What follows belongs to an exercise in optimizing a design on an open flow for small area, a short achievable clock period and few clock cycles per item; a production flow would make more cautious choices. Only simulation tests tie the RTL to the original design; equivalence was not proved. Power and IR drop assume default switching activity.

## flow/design.v (module list and top-level ports; edited modules follow where they fit)
// module systolic_matrix_mult: 2477 lines
module systolic_matrix_mult #(
    parameter DATA_WIDTH = 16,
    parameter FRAC_WIDTH = 8,
    parameter M = 4,
    parameter N = 4,
    parameter K = 4
)(
    input wire clk,
    input wire rst_n,
    input wire start,
    input wire signed [DATA_WIDTH-1:0] a_data,
    input wire [$clog2(M)-1:0] a_row,
    input wire [$clog2(K)-1:0] a_col,
    input wire a_valid,
    input wire signed [DATA_WIDTH-1:0] b_data,
    input wire [$clog2(K)-1:0] b_row,
    input wire [$clog2(N)-1:0] b_col,
    input wire b_valid,
    output reg signed [DATA_WIDTH-1:0] c_data,
    output reg [$clog2(M)-1:0] c_row,
    output reg [$clog2(N)-1:0] c_col,
    output reg c_valid,
    output reg done
);
  // ...
==> flow/flow/run.sh <==
#!/bin/bash
set -euo pipefail
margin=$(cat flow/margin.txt)
bash standard.sh SETUP_SLACK_MARGIN="$margin" finish > standard_flow.log 2>&1
==> flow/flow/margin.txt <==
6.8
==> flow/standard.sh <==
#!/bin/bash
# synth_recipe.tcl (not shown) runs the flow's synth.tcl, then flattens the netlist and writes it again
# the make line also repeats each setting of config.mk as NAME=value (left out here)
make -C /OpenROAD-flow-scripts/flow DESIGN_CONFIG=/design/flow/config.mk WORK_HOME=/design/flow/orfs CLKGATE_MAP_FILE= SYNTH_SCRIPT=/design/flow/synth_recipe.tcl "${@:-finish}"
==> flow/config.mk <==
export PLATFORM = sky130hd
export DESIGN_NAME = systolic_matrix_mult
export DESIGN_NICKNAME = systolic_matrix_mult
export VERILOG_FILES = /design/flow/design.v
export SDC_FILE = /design/flow/constraint.sdc
export NUM_CORES = 4
export LEC_CHECK = 0
export CAP_MARGIN = 20
export CORE_MARGIN = 2
export CORE_UTILIZATION = 30
export SLEW_MARGIN = 20
==> flow/constraint.sdc <==
create_clock -name core_clock -period 10.0 [get_ports {clk}]
set_input_delay 2.0000 -clock core_clock [delete_from_list [all_inputs] [get_ports {clk}]]
set_output_delay 2.0000 -clock core_clock [all_outputs]
set_load 0.01 [all_outputs]
==> summary.md, run 1 <==
| Metric | Value |
|---|---|
| Psw | `3800 uW` |
| Finish-stage setup viols | `0` |
| H-tree Lvls | `3` |
| Status | `finished clean` |
| Tap cells | `2175` |
| Reg2reg path depth | `8` |
| Gate Count Post-Synth | `4039` |
| Post-CTS Hold Buffers | `0` |
| Most frequent cells in the layout | `edfxtp_1 (512), xor2_1 (412), fa_1 (390)` |
| Fin nets | `4590` |
| Multi-input combinational area share | `0.409` |
| # port buffers | `66` |
| Multiplexer share of the synthesized area | `0.0380` |
| Die area | `168000 um2` |
| WP buf/inv | `2` |
| Routability Congestion | `0.935` |
| Worst slew margin | `0.260` |
| Setup Fix Bufs, Post-CTS | `72` |
| Gate power share | `0.301` |
| TritonRoute pass-1 iters | `9` |
| Reg clk slew, reported paths | `0.06 ns` |
| Routed WL | `150000 um` |
| Clk Latency, worst-skew pair | `0.74 ns` |
| Post-synth top area share | `0.311` |
| Pwr dens | `205 nW/um2` |
| Clk. pwr | `3670 uW` |
| Critical path's slowest cell | `fa_1` |
| Root Buffer | `clkbuf_16` |
| Reg power frac | `0.394` |
| Leakage | `0.0225 uW` |
| Top class by area | `flip-flops and latches` |
| # Max-Cap Violations | `0` |
| Max Clock Skew | `0.0572 ns` |
| All-layer global routing usage | `0.172` |
| Hold path start | `p1_j[1]` |
Testbench counts, summed over its fixed seeds: cycles 51,521, items 1,600.
==> run 2: changes to the inputs <==
==> flow/flow/margin.txt (replaced) <==
6.7
--- a/flow/config.mk
+++ b/flow/config.mk
@@ -9,3 +9,3 @@
 export CORE_MARGIN = 2
-export CORE_UTILIZATION = 30
+export CORE_UTILIZATION = 50
 export SLEW_MARGIN = 20
==> summary.md, run 2 <==
| Metric | Value |
|---|---|
| Fin crit share | `0.333 (was 0.325)` |
| Routed WL | `139000 um (was 150000 um)` |
| Most frequent cells in the layout | `edfxtp_1 (512), xor2_1 (426), a22oi_1 (412) (was edfxtp_1 (512), xor2_1 (412), fa_1 (390))` |
| Hold WC Path Type | `reg2reg (unchanged)` |
| First-pass GRT wire length | `205000 um (was 216000 um)` |
| Leakage | `0.0220 uW (was 0.0225 uW)` |
| Syn_nets | `4536 (unchanged)` |
| H-tree Lvls | `3 (unchanged)` |
| Pins Over Slew Limit | `0 (unchanged)` |
| CORE AREA | `98100 um2 (was 163000 um2)` |
| Reg clk slew, reported paths | `0.06 ns (about the same)` |
| Post-synthesis adder-cell area fraction | `0.177 (unchanged)` |
| Critical Path Max Stage Delay | `0.75 ns (was 0.58 ns)` |
| FMAX | `300 MHz (was 308 MHz)` |
| Total grt overflow | `0 (unchanged)` |
| # port buffers | `66 (unchanged)` |
| Util after Layout | `0.574 (was 0.361)` |
| Finish-stage setup viols | `0 (unchanged)` |
| DRT iter0 DRCs | `3494 (was 3488)` |
| Unrepaired setup endpoints after global routing | `true (unchanged)` |
| Starting Density | `0.503 (was 0.303)` |
| Commonest non-fill, non-tap cell in the layout | `edfxtp_1 (unchanged)` |
| Main synth FF type | `edfxtp_1 (unchanged)` |
| Critical Path Source Type | `input pin (was register)` |
| Post-CTS Hold Buffers | `0 (unchanged)` |
| Row cnt | `115 (was 148)` |
| Register Area | `24100 um2 (was 24200 um2)` |
| Multiplexer share of the synthesized area | `0.0380 (unchanged)` |
| Status | `finished clean (unchanged)` |
| Wire per inst | `25.8 um (was 23.6 um)` |
| All-layer global routing usage | `0.272 (was 0.172)` |
| TritonCTS buffer count | `93 (was 94)` |
| Via count | `31200 (was 31900)` |
| Critical path capture point type | `register (unchanged)` |
| Longest Clk Path Bufs | `3 (unchanged)` |
| Die area | `101000 um2 (was 168000 um2)` |
| Mapped cell area | `49400 um2 (unchanged)` |
| Yosys warnings | `3 (unchanged)` |
| Synthesized-area fraction occupied by and/or/nand/nor cells | `0.0415 (unchanged)` |
| Yosys cell types | `63 (unchanged)` |
| Seq/Total Area, Yosys | `0.481 (unchanged)` |
| Die height | `318 um (was 410 um)` |
| Mean Syn Cell Area | `12.2 um2 (unchanged)` |
| Max Clock Skew | `0.0282 ns (was 0.0572 ns)` |
| Area Overhead vs Synth | `14.1% (was 19.4%)` |
| Post-route minimum period | `3.33 ns (was 3.25 ns)` |
| Worst endpoint data arrival time | `3.67 ns (was 3.85 ns)` |
| Gate Count Post-Synth | `4039 (unchanged)` |
| Initial antenna violation count | `0 (unchanged)` |
| Post-DP HPWL | `95900 um (was 98800 um)` |
| Worst Path Required | `10.34 ns (was 10.60 ns)` |
| Pwr dens | `209 nW/um2 (was 205 nW/um2)` |
| Routability Congestion | `0.952 (was 0.935)` |
| I/O Pins | `67 (unchanged)` |
| Number of flops mapped to enable cells by yosys | `512 (unchanged)` |
| Post-DRT Antenna Nets | `0 (unchanged)` |
| CTS sink count | `917 (unchanged)` |
| # Max-Cap Violations | `0 (unchanged)` |
| Final hold vios | `0 (unchanged)` |
| Share of post-route cells with drive strength above 1 | `0.145 (was 0.174)` |
| Crit Path Class | `in2reg (was reg2reg)` |
| Root Buffer | `clkbuf_16 (unchanged)` |
| Top cells by area, synth | `edfxtp_1 (31%), fa_1 (17%), dfxtp_1 (14%) (unchanged)` |
| DRC errors left | `0 (unchanged)` |
| Setup TNS | `0 ns (unchanged)` |
| Synthesis-stage register bit count | `917 (unchanged)` |
| Post-synth top area share | `0.311 (unchanged)` |
| Largest area contributor in the netlist | `edfxtp_1 (unchanged)` |
| Ys async rst share | `0.0567 (unchanged)` |
| Critical path cell sequence | `clkdlybuf4s50_1 -> nand2_1 -> nor2_1 -> buf_4 (was buf_6 -> a22oi_1 -> xor2_1 -> fa_1 -> fa_1 -> fa_2 -> fa_1 -> inv_1)` |
| Vias per inst | `5.76 (was 5.02)` |
| Synth top cells by count | `edfxtp_1 (512), a22oi_1 (433), xor2_1 (428) (unchanged)` |
| Maximum VDD drop | `0.000141 V (was 0.000174 V)` |
| # fillers | `8095 (was 15600)` |
| Crit-path max FO | `16 (was 9)` |
| Fin nets | `4539 (was 4590)` |
| Die W | `318 um (was 410 um)` |
| Clk Latency, worst-skew pair | `0.68 ns (was 0.74 ns)` |
| Main combinational cell family by area after synthesis | `adder cells (unchanged)` |
| Critical path's slowest cell | `clkdlybuf4s50_1 (was fa_1)` |
| Vias in the first global route | `31300 (was 32400)` |
| CTS tree | `yes (unchanged)` |
| Top Registers | `mat_a (256), mat_b (256) (unchanged)` |
| Largest net degree at the start of global routing | `116 (was 118)` |
| XOR/XNOR Fraction of Synth Area | `0.100 (unchanged)` |
| Top-count cell post-synth | `edfxtp_1 (unchanged)` |
| Multi-input logic area | `23800 um2 (was 24100 um2)` |
| Synth Area in Compound Gates | `0.109 (unchanged)` |
| Slew @ Worst Pin | `1.04 ns (was 1.11 ns)` |
| TritonRoute pass-1 iters | `6 (was 9)` |
| Worst slew margin | `0.305 (was 0.260)` |
-- run 2: kinds of logic (layout without fill, tap and decap cells) --
kind of cell,after synthesis,after routing
adder cells (fa/ha/maj),452,452
AO/OA/AOI/OAI,774,776
AND/OR/NAND/NOR,465,469
XOR/XNOR,566,566
multiplexers,187,187
flip-flops,917,917
buffers and inverters,678,753
other,0,1
-- run 2: routing by layer --
layer / vias up / global-route usage / wire (um) / part of all wire
met5: - / 0 / 0 / 0
met3: 342 / 0.0553 / 11700 / 0.084
met4: 0 / 0.103 / 5750 / 0.041
met2: 1499 / 0.418 / 62700 / 0.45
met1: 15600 / 0.381 / 59400 / 0.43
li1: 13700 / - / - / -
-- run 2: report_power, final --
group	internal (uW)	switching [uW]	total [uW]
Clock	2020	1460	3480
Sequential	4490	231	4720
Combinational	1590	2000	3590
-- run 2: timing repair --
item,4_1_cts,5_1_grt
cloned,7,3
endpoints found under the setup margin,490,284
pin swaps,16,52
hold endpoints to repair,0,0
gates resized for setup,233,179
setup buffers,31,75
-- run 2: final timing paths --
check	startpoint	end	slack (ns)	cells past startpoint
min in group asynchronous	rst_n	n_issued[1]	1.43	2
worst max-delay path	b_row[0]	mat_b[12][6]	6.67	4
worst max register to register	bt0_2	q2_s1085	6.68	10
worst min-delay path	p1_i[0]	p2_i[0]	0.32	0
worst min register to register	p1_i[0]	p2_i[0]	0.32	0
max in group asynchronous	rst_n	b_cnt[2][2]	8.10	2
-- run 2: cell type report --
cell class / instances / area share
Sequential cell: 917 / 0.428
Multi-Input combinational cell: 2450 / 0.423
Clock buffer: 123 / 0.0455
Timing Repair Buffer: 241 / 0.0430
Tap cell: 1287 / 0.0286
Inverter: 339 / 0.0226
Clock inverter: 50 / 0.00924
Antenna cell: 1 / 0.0000444
-- run 2: metrics by stage --
stage                     instance area, um2  total power (uW)  hold WS (ns)  setup WS [ns]  instances
final                                  56300             11800         0.319           6.67       5408
after global routing                   56300             12700         0.329           6.61       5407
after CTS                              55000             11900         0.326           6.37       5329
after detailed placement               50900              8470         0.312           5.64       5118
after global placement                 50900              8400         0.311           5.66       5118
after floorplan                        49500              7210         0.310           6.36       4039
-- run 2: critical path, delay by kind of cell --
| kind | cells | cell delay (ns) |
|---|---|---|
| buffers and inverters | 2 | 1.05 |
| and+or+nand+nor | 2 | 0.61 |
==> run 3: changes to the inputs <==
==> flow/flow/margin.txt (replaced) <==
6.8
--- a/flow/config.mk
+++ b/flow/config.mk
@@ -9,3 +9,3 @@
 export CORE_MARGIN = 2
-export CORE_UTILIZATION = 50
+export CORE_UTILIZATION = 40
 export SLEW_MARGIN = 20
==> summary.md, run 3 <==
| Metric | Value |
|---|---|
| Synth top cells by count | `edfxtp_1 (512), a22oi_1 (433), xor2_1 (428) (unchanged)` |
| Seq/Total Area, Yosys | `0.481 (unchanged)` |
| Routability Congestion | `0.959 (was 0.952)` |
| Most frequent cells in the layout | `edfxtp_1 (512), xor2_1 (418), a22oi_1 (370) (was edfxtp_1 (512), xor2_1 (426), a22oi_1 (412))` |
| Initial antenna violation count | `2 (was 0)` |
| Fin crit share | `0.324 (was 0.333)` |
| Die W | `355 um (was 318 um)` |
| DP Cell Count | `5458 (was 5118)` |
| PnR worst setup slack | `6.76 ns (was 6.67 ns)` |
| All-layer global routing usage | `0.225 (was 0.272)` |
| Pre-CTS setup slack | `5.63 ns (was 5.64 ns)` |
| Pwr dens | `203 nW/um2 (was 209 nW/um2)` |
| Final total power | `11800 uW (about the same)` |
| Worst R2R End | `q2_s1094 (was q2_s1085)` |
| Reg2reg start | `ra1[7] (was bt0_2)` |
| Register Area | `24100 um2 (about the same)` |
| Critical path capture point type | `register (unchanged)` |
| Final hold vios | `0 (unchanged)` |
| FMAX | `309 MHz (was 300 MHz)` |
| Finish-stage setup viols | `0 (unchanged)` |
| Worst endpoint data arrival time | `3.76 ns (was 3.67 ns)` |
| Clk Latency, worst-skew pair | `0.70 ns (was 0.68 ns)` |
| Post-synthesis adder-cell area fraction | `0.177 (unchanged)` |
| Leakage | `0.0225 uW (was 0.0220 uW)` |
| TritonCTS buffer count | `96 (was 93)` |
| Pins Over Slew Limit | `0 (unchanged)` |
| Vias in the first global route | `32200 (was 31300)` |
| Reg power frac | `0.398 (was 0.401)` |
| Area Overhead vs Synth | `17.9% (was 14.1%)` |
| I/O Pins | `67 (unchanged)` |
| Gate Count Post-Synth | `4039 (unchanged)` |
| Starting Density | `0.404 (was 0.503)` |
| Mapped cell area | `49400 um2 (unchanged)` |
| Hold path start | `p3_j[0] (was p1_i[0])` |
| Top Registers | `mat_a (256), mat_b (256) (unchanged)` |
| Post-DP HPWL | `96400 um (was 95900 um)` |
| DRC errors left | `0 (unchanged)` |
| Status | `finished clean (unchanged)` |
| Worst R2R Setup Slack | `6.76 ns (was 6.68 ns)` |
| Top-count cell post-synth | `edfxtp_1 (unchanged)` |
| Post-synth top area share | `0.311 (unchanged)` |
| Wire per inst | `25.6 um (was 25.8 um)` |
| Critical Path Max Stage Delay | `0.60 ns (was 0.75 ns)` |
| Commonest non-fill, non-tap cell in the layout | `edfxtp_1 (unchanged)` |
| Mean Syn Cell Area | `12.2 um2 (unchanged)` |
| Critical path cell sequence | `a22oi_1 -> xor2_1 -> fa_1 -> fa_1 -> fa_1 -> inv_1 -> fa_1 (was clkdlybuf4s50_1 -> nand2_1 -> nor2_1 -> buf_4)` |
| Syn_nets | `4536 (unchanged)` |
| # fillers | `10700 (was 8095)` |
| Clock power share | `0.300 (was 0.295)` |
| Reg2reg path depth | `7 (was 10)` |
| Main combinational cell family by area after synthesis | `adder cells (unchanged)` |
| Synth Area in Compound Gates | `0.109 (unchanged)` |
| P_int | `8080 uW (was 8100 uW)` |
| Fin nets | `4591 (was 4539)` |
| Largest delay contributor family on the critical path | `adder cells (was buffers and inverters)` |
| Yosys warnings | `3 (unchanged)` |
| Maximum VDD drop | `0.000164 V (was 0.000141 V)` |
| Worst Hold Path EP | `c_col[0] (was p2_i[0])` |
| Psw | `3760 uW (was 3690 uW)` |
| Number of flops mapped to enable cells by yosys | `512 (unchanged)` |
| CORE AREA | `122000 um2 (was 98100 um2)` |
| TritonRoute pass-1 iters | `6 (unchanged)` |
| Synthesized-area fraction occupied by and/or/nand/nor cells | `0.0415 (unchanged)` |
| Setup TNS | `0 ns (unchanged)` |
| Post-DRT Antenna Nets | `0 (unchanged)` |
| CTS sink count | `917 (unchanged)` |
| Largest area contributor in the netlist | `edfxtp_1 (unchanged)` |
| # Max-Cap Violations | `0 (unchanged)` |
| Post-route minimum period | `3.24 ns (was 3.33 ns)` |
| Most common cell on crit path | `fa_1` |
| Via count | `31900 (was 31200)` |
| CTS tree | `yes (unchanged)` |
| Routed WL | `149000 um (was 139000 um)` |
| Worst Path Required | `10.53 ns (was 10.34 ns)` |
| Main synth FF type | `edfxtp_1 (unchanged)` |
| Row cnt | `128 (was 115)` |
| WP buf/inv | `1 (was 2)` |
| Longest Clk Path Bufs | `3 (unchanged)` |
| Synthesis-stage register bit count | `917 (unchanged)` |
| H-tree Lvls | `3 (unchanged)` |
| Levels on crit path | `7 (was 4)` |
| First-pass GRT wire length | `212000 um (was 205000 um)` |
| Ys async rst share | `0.0567 (unchanged)` |
| Critical path's slowest cell | `fa_1 (was clkdlybuf4s50_1)` |
| Multi-input logic area | `24300 um2 (was 23800 um2)` |
| Die height | `355 um (was 318 um)` |
| Unrepaired setup endpoints after global routing | `true (unchanged)` |
| XOR/XNOR Fraction of Synth Area | `0.100 (unchanged)` |
| Hold Crit Depth | `0 (unchanged)` |
| DRT iter0 DRCs | `3560 (was 3494)` |
| Top cells by area, synth | `edfxtp_1 (31%), fa_1 (17%), dfxtp_1 (14%) (unchanged)` |
| Slew @ Worst Pin | `0.945 ns (was 1.04 ns)` |
| Sw Ratio | `0.318 (was 0.313)` |
| Share of post-route cells with drive strength above 1 | `0.179 (was 0.145)` |
| Worst slew margin | `0.368 (was 0.305)` |
| Yosys cell types | `63 (unchanged)` |
| Die area | `126000 um2 (was 101000 um2)` |
| Crit-path max FO | `16 (unchanged)` |
| Total grt overflow | `0 (unchanged)` |
| Gate power share | `0.302 (was 0.304)` |
| Vias per inst | `5.50 (was 5.76)` |
| Max Clock Skew | `0.0421 ns (was 0.0282 ns)` |
| Critical Path Source Type | `register (was input pin)` |
| Hold WC Path Type | `reg2reg (unchanged)` |
| Layout Cells excl Fill | `5801 (was 5408)` |
| Crit Path Class | `reg2reg (was in2reg)` |
| Post-CTS Hold Buffers | `0 (unchanged)` |
| Multiplexer share of the synthesized area | `0.0380 (unchanged)` |
| Reg clk slew, reported paths | `0.06 ns (about the same)` |
| # port buffers | `66 (unchanged)` |
| Largest net degree at the start of global routing | `133 (was 116)` |
| Root Buffer | `clkbuf_16 (unchanged)` |
-- run 3: cell counts after synthesis --
No cell type changed its count.
-- run 3: logic make-up after synthesis --
logic type               Yosys count
XOR/XNOR                         566
buffers and inverters            678
AO/OA/AOI/OAI                    774
AND/OR/NAND/NOR                  465
adder cells (fa/ha/maj)          452
multiplexers                     187
flip-flops                       917
-- run 3: power by group through the flow --
stage	sequential [uW]	clock [uW]	combinational (uW)
2_1_floorplan	4740	0	2480
3_3_place_gp	4810	0	3560
3_5_place_dp	4820	0	3630
4_1_cts	4730	3610	3650
5_1_grt	4760	3770	4230
6_report	4720	3550	3570
-- run 3: final cells by class --
cell class,count,area share
Antenna cell,2,0.0000860
Sequential cell,917,0.415
Timing Repair Buffer,292,0.0568
Clock inverter,47,0.00735
Clock buffer,131,0.0476
Tap cell,1625,0.0349
Inverter,339,0.0219
Multi-Input combinational cell,2448,0.417
-- run 3: stage by stage --
stage          hold WS [ns]  instance area (um2)  utilization
2_1_floorplan         0.310                49700            -
3_3_place_gp          0.312                51400        0.421
3_5_place_dp          0.314                51400        0.421
4_1_cts               0.329                56700        0.464
5_1_grt               0.331                58200        0.476
6_report              0.327                58200        0.476
-- run 3: worst register-to-register path, delay by kind of cell, from the launching register on --
family | cells | cell delay (ns)
buf+inv | 1 | 0.05
xor+xnor | 1 | 0.18
flops | 1 | 0.53
compound gates | 1 | 0.19
fa+ha+maj | 4 | 2.10
-- run 3: worst max path at each step --
| stage | endpoint | from |
|---|---|---|
| after global placement | bt3_2 | b_cnt[2][2] |
| after detailed placement | bt3_2 | b_cnt[0][2] |
| after global routing | q2_s1121 | bo0_2 |
| final | q2_s1094 | ra1[7] |
| after CTS | mat_a[14][12] | a_row[1] |
| after floorplan | mat_a[10][0] | a_row[0] |
-- run 3: routing by layer --
metal / GRT usage / wire length [um] / vias up
li1: - / - / 13800
met1: 0.307 / 60500 / 15900
met2: 0.343 / 65300 / 1662
met3: 0.0419 / 13300 / 472
met4: 0.114 / 9630 / 2
met5: 0 / 13 / -
-- run 3: repair_timing --
action,in CTS,in global routing
buffers inserted,76,74
setup endpoints to repair,593,387
resized for setup,438,159
cloned,7,6
pin swaps,61,100
==> run 4: changes to the inputs <==
==> flow/flow/margin.txt (replaced) <==
6.6
==> summary.md, run 4 <==
| Metric | Value |
|---|---|
| Status | `finished clean (unchanged)` |
| Max Clock Skew | `0.0503 ns (was 0.0421 ns)` |
| Most frequent cells in the layout | `edfxtp_1 (512), a22oi_1 (432), xor2_1 (428) (was edfxtp_1 (512), xor2_1 (418), a22oi_1 (370))` |
| Critical path capture point type | `register (unchanged)` |
| Area Overhead vs Synth | `12.9% (was 17.9%)` |
| TritonCTS buffer count | `95 (was 96)` |
| Routability Congestion | `0.945 (was 0.959)` |
| Vias in the first global route | `31500 (was 32200)` |
| Crit Path Class | `reg2reg (unchanged)` |
| Worst R2R Setup Slack | `6.66 ns (was 6.76 ns)` |
| All-layer global routing usage | `0.222 (was 0.225)` |
| Mapped cell area | `49400 um2 (unchanged)` |
| Number of flops mapped to enable cells by yosys | `512 (unchanged)` |
| Via count | `31100 (was 31900)` |
| Longest Clk Path Bufs | `3 (unchanged)` |
| Util after Layout | `0.456 (was 0.476)` |
| Setup TNS | `0 ns (unchanged)` |
| Pins Over Slew Limit | `0 (unchanged)` |
| Routed WL | `140000 um (was 149000 um)` |
| Worst R2R End | `q2_s1085 (was q2_s1094)` |
| Syn_nets | `4536 (unchanged)` |
| Ys async rst share | `0.0567 (unchanged)` |
| Hold Crit Depth | `0 (unchanged)` |
| FMAX | `300 MHz (was 309 MHz)` |
| Gate Count Post-Synth | `4039 (unchanged)` |
| Starting Density | `0.404 (unchanged)` |
| P_int | `8150 uW (was 8080 uW)` |
| Post-route minimum period | `3.34 ns (was 3.24 ns)` |
| I/O Pins | `67 (unchanged)` |
| Post-CTS Hold Buffers | `0 (unchanged)` |
| Mean Syn Cell Area | `12.2 um2 (unchanged)` |
| Synth top cells by count | `edfxtp_1 (512), a22oi_1 (433), xor2_1 (428) (unchanged)` |
| Leakage | `0.0215 uW (was 0.0225 uW)` |
| First-pass GRT wire length | `208000 um (was 212000 um)` |
| # port buffers | `66 (unchanged)` |
| Top cells by area, synth | `edfxtp_1 (31%), fa_1 (17%), dfxtp_1 (14%) (unchanged)` |
| Fin crit share | `0.334 (was 0.324)` |
| DRC errors left | `0 (unchanged)` |
| Reg2reg path depth | `9 (was 7)` |
| Fin nets | `4466 (was 4591)` |
| Clk Latency, worst-skew pair | `0.70 ns (about the same)` |
| Worst Hold Path EP | `q3_q2_s4 (was c_col[0])` |
| Seq/Total Area, Yosys | `0.481 (unchanged)` |
| Gate power share | `0.296 (was 0.302)` |
| Hold WC Path Type | `reg2reg (unchanged)` |
| Finish-stage setup viols | `0 (unchanged)` |
| Reg2reg start | `ra0[4] (was ra1[7])` |
| Largest net degree at the start of global routing | `111 (was 133)` |
| Clock power share | `0.305 (was 0.300)` |
| TritonRoute pass-1 iters | `9 (was 6)` |
| Sw Ratio | `0.311 (was 0.318)` |
| CTS sink count | `917 (unchanged)` |
| Reg clk slew, reported paths | `0.06 ns (about the same)` |
| Share of post-route cells with drive strength above 1 | `0.108 (was 0.179)` |
| Die W | `355 um (unchanged)` |
| Worst endpoint data arrival time | `3.85 ns (was 3.76 ns)` |
| Reg power frac | `0.400 (was 0.398)` |
| # Max-Cap Violations | `0 (unchanged)` |
| Largest area contributor in the netlist | `edfxtp_1 (unchanged)` |
| Critical Path Source Type | `register (unchanged)` |
| Yosys cell types | `63 (unchanged)` |
| H-tree Lvls | `3 (unchanged)` |
| CORE AREA | `122000 um2 (unchanged)` |
| Root Buffer | `clkbuf_16 (unchanged)` |
| Total grt overflow | `0 (unchanged)` |
| Worst slew margin | `0.325 (was 0.368)` |
| Row cnt | `128 (unchanged)` |
| Slew @ Worst Pin | `1.01 ns (was 0.945 ns)` |
| CTS tree | `yes (unchanged)` |
| Crit-path max FO | `16 (unchanged)` |
| Die area | `126000 um2 (unchanged)` |
| Maximum VDD drop | `0.000153 V (was 0.000164 V)` |
| Pwr dens | `212 nW/um2 (was 203 nW/um2)` |
| Yosys warnings | `3 (unchanged)` |
| Psw | `3690 uW (was 3760 uW)` |
| DRT iter0 DRCs | `3492 (was 3560)` |
| Wire per inst | `24.7 um (was 25.6 um)` |
| Synthesis-stage register bit count | `917 (unchanged)` |
| Post-DRT Antenna Nets | `0 (unchanged)` |
| Final hold vios | `0 (unchanged)` |
| Hold path start | `q2_s4 (was p3_j[0])` |
| Vias per inst | `5.47 (was 5.50)` |
| Commonest non-fill, non-tap cell in the layout | `edfxtp_1 (unchanged)` |
| Post-synth top area share | `0.311 (unchanged)` |
| Top-count cell post-synth | `edfxtp_1 (unchanged)` |
| Post-DP HPWL | `95800 um (was 96400 um)` |
| Worst Path Required | `10.52 ns (was 10.53 ns)` |
| # diodes | `0 (was 2)` |
| Die height | `355 um (unchanged)` |
| Unrepaired setup endpoints after global routing | `false (was true)` |
| Initial antenna violation count | `0 (was 2)` |
| Main synth FF type | `edfxtp_1 (unchanged)` |
| Top Registers | `mat_a (256), mat_b (256) (unchanged)` |
run 4: cell counts after synthesis:
No cell type changed its count.
run 4: worst max path at each step:
stage | start | to | slack, ns
after floorplan | a_row[1] | mat_a[1][0] | 6.36
after global placement | a_valid | mat_a[1][0] | 5.53
after detailed placement | b_col[0] | mat_b[10][11] | 5.60
after CTS | b_col[0] | mat_b[10][6] | 6.32
after global routing | b_cnt[3][2] | bt0_6 | 6.59
final | ra0[4] | q2_s1085 | 6.66
run 4: final cells by class:
class,count,area [um2]
multi-input combinational,2445,23500
clock buffer,128,2620
clock inverter,49,589
tap,1625,2030
timing repair buffer,171,1660
sequential,917,24000
fill,10900,66500
inverter,339,1270
run 4: timing repair:
action                     4_1_cts  5_1_grt
buffers inserted                 5       19
resized for setup              180       96
setup endpoints to repair      370      267
pin swaps                        5       10
gates cloned                     3        2
hold endpoints to repair         0        0
run 4: cell families (layout without fill, tap and decap cells):
family,Yosys count,after routing,synth area share
AOI/OAI and AO/OA,774,775,0.109
xor gates and xnor gates,566,566,0.100
and+or+nand+nor,465,465,0.0415
adders and majority gates,452,452,0.177
buffers and inverters,678,687,0.0533
muxes,187,187,0.0380
DFF,917,917,0.481
run 4: power by group through the flow:
stage          sequential, uW  clock [uW]  combinational [uW]
3_3_place_gp             4820           0                3570
5_1_grt                  4770        3830                4210
4_1_cts                  4750        3690                3640
2_1_floorplan            4740           0                2470
6_report                 4730        3610                3500
3_5_place_dp             4830           0                3630
run 4: worst max-delay path: stages (launching register included):
cell and delay (ns):
dfxtp_4 0.53, a22oi_1 0.17, xor2_1 0.18, fa_1 0.57
inv_1 0.06, fa_1 0.51, inv_1 0.06, fa_1 0.50
inv_1 0.06, fa_1 0.51
run 4: metal layers:
metal	up-vias	GRT usage	share of wire
li1	13600	-	-
met1	15600	0.307	0.42
met2	1543	0.339	0.45
met3	363	0.0405	0.079
met4	0	0.101	0.050
met5	-	0	0
run 4: metrics by stage:
step	total power, uW	instances	hold WS (ns)	worst slack [ns]	instance area (um2)
finish	11800	5674	0.324	6.66	55700
global route	12800	5674	0.332	6.59	55700
CTS	12100	5652	0.325	6.32	55200
detailed placement	8460	5467	0.312	5.60	51400
global placement	8380	5467	0.312	5.53	51400
floorplan	7210	4039	0.310	6.36	49500

[re-timing with driven ports]
No port has a modelled driver above. Below, the same layouts with a new extraction and two added sets of constraints. Step 1: set_driving_cell puts a clkbuf_16 on clk and a buf_2 on each other input, an assumption about the parent block. Step 2 moves the port delays by t, midway between the first and last clock arrival at a register: inputs arrive t later, outputs are due t later. That takes back most of the time a late clock gives input paths. Slacks: ideal ports / drivers / drivers and shift; pairs: ideal ports / drivers.
run | t, ns | setup WS [ns] | clock arrival spread, ns | worst register clock-pin slew, ns | pins driven straight from the clock port
run 1 | 0.770 | 6.748 / 6.747 / 6.109 | 0.058 / 0.058 | 0.07 / 0.07 | 1
run 2 | 0.740 | 6.671 / 6.681 / 5.969 | 0.030 / 0.029 | 0.06 / 0.06 | 1
run 3 | 0.752 | 6.763 / 6.726 / 6.071 | 0.044 / 0.044 | 0.07 / 0.07 | 1
run 4 | 0.738 | 6.665 / 6.636 / 5.980 | 0.052 / 0.052 | 0.07 / 0.07 | 1
After both steps setup and hold are still met in every run listed. For run 2, which loses most, drivers alone change the setup slack by +0.010 ns; drivers and shift together by -0.702 ns.
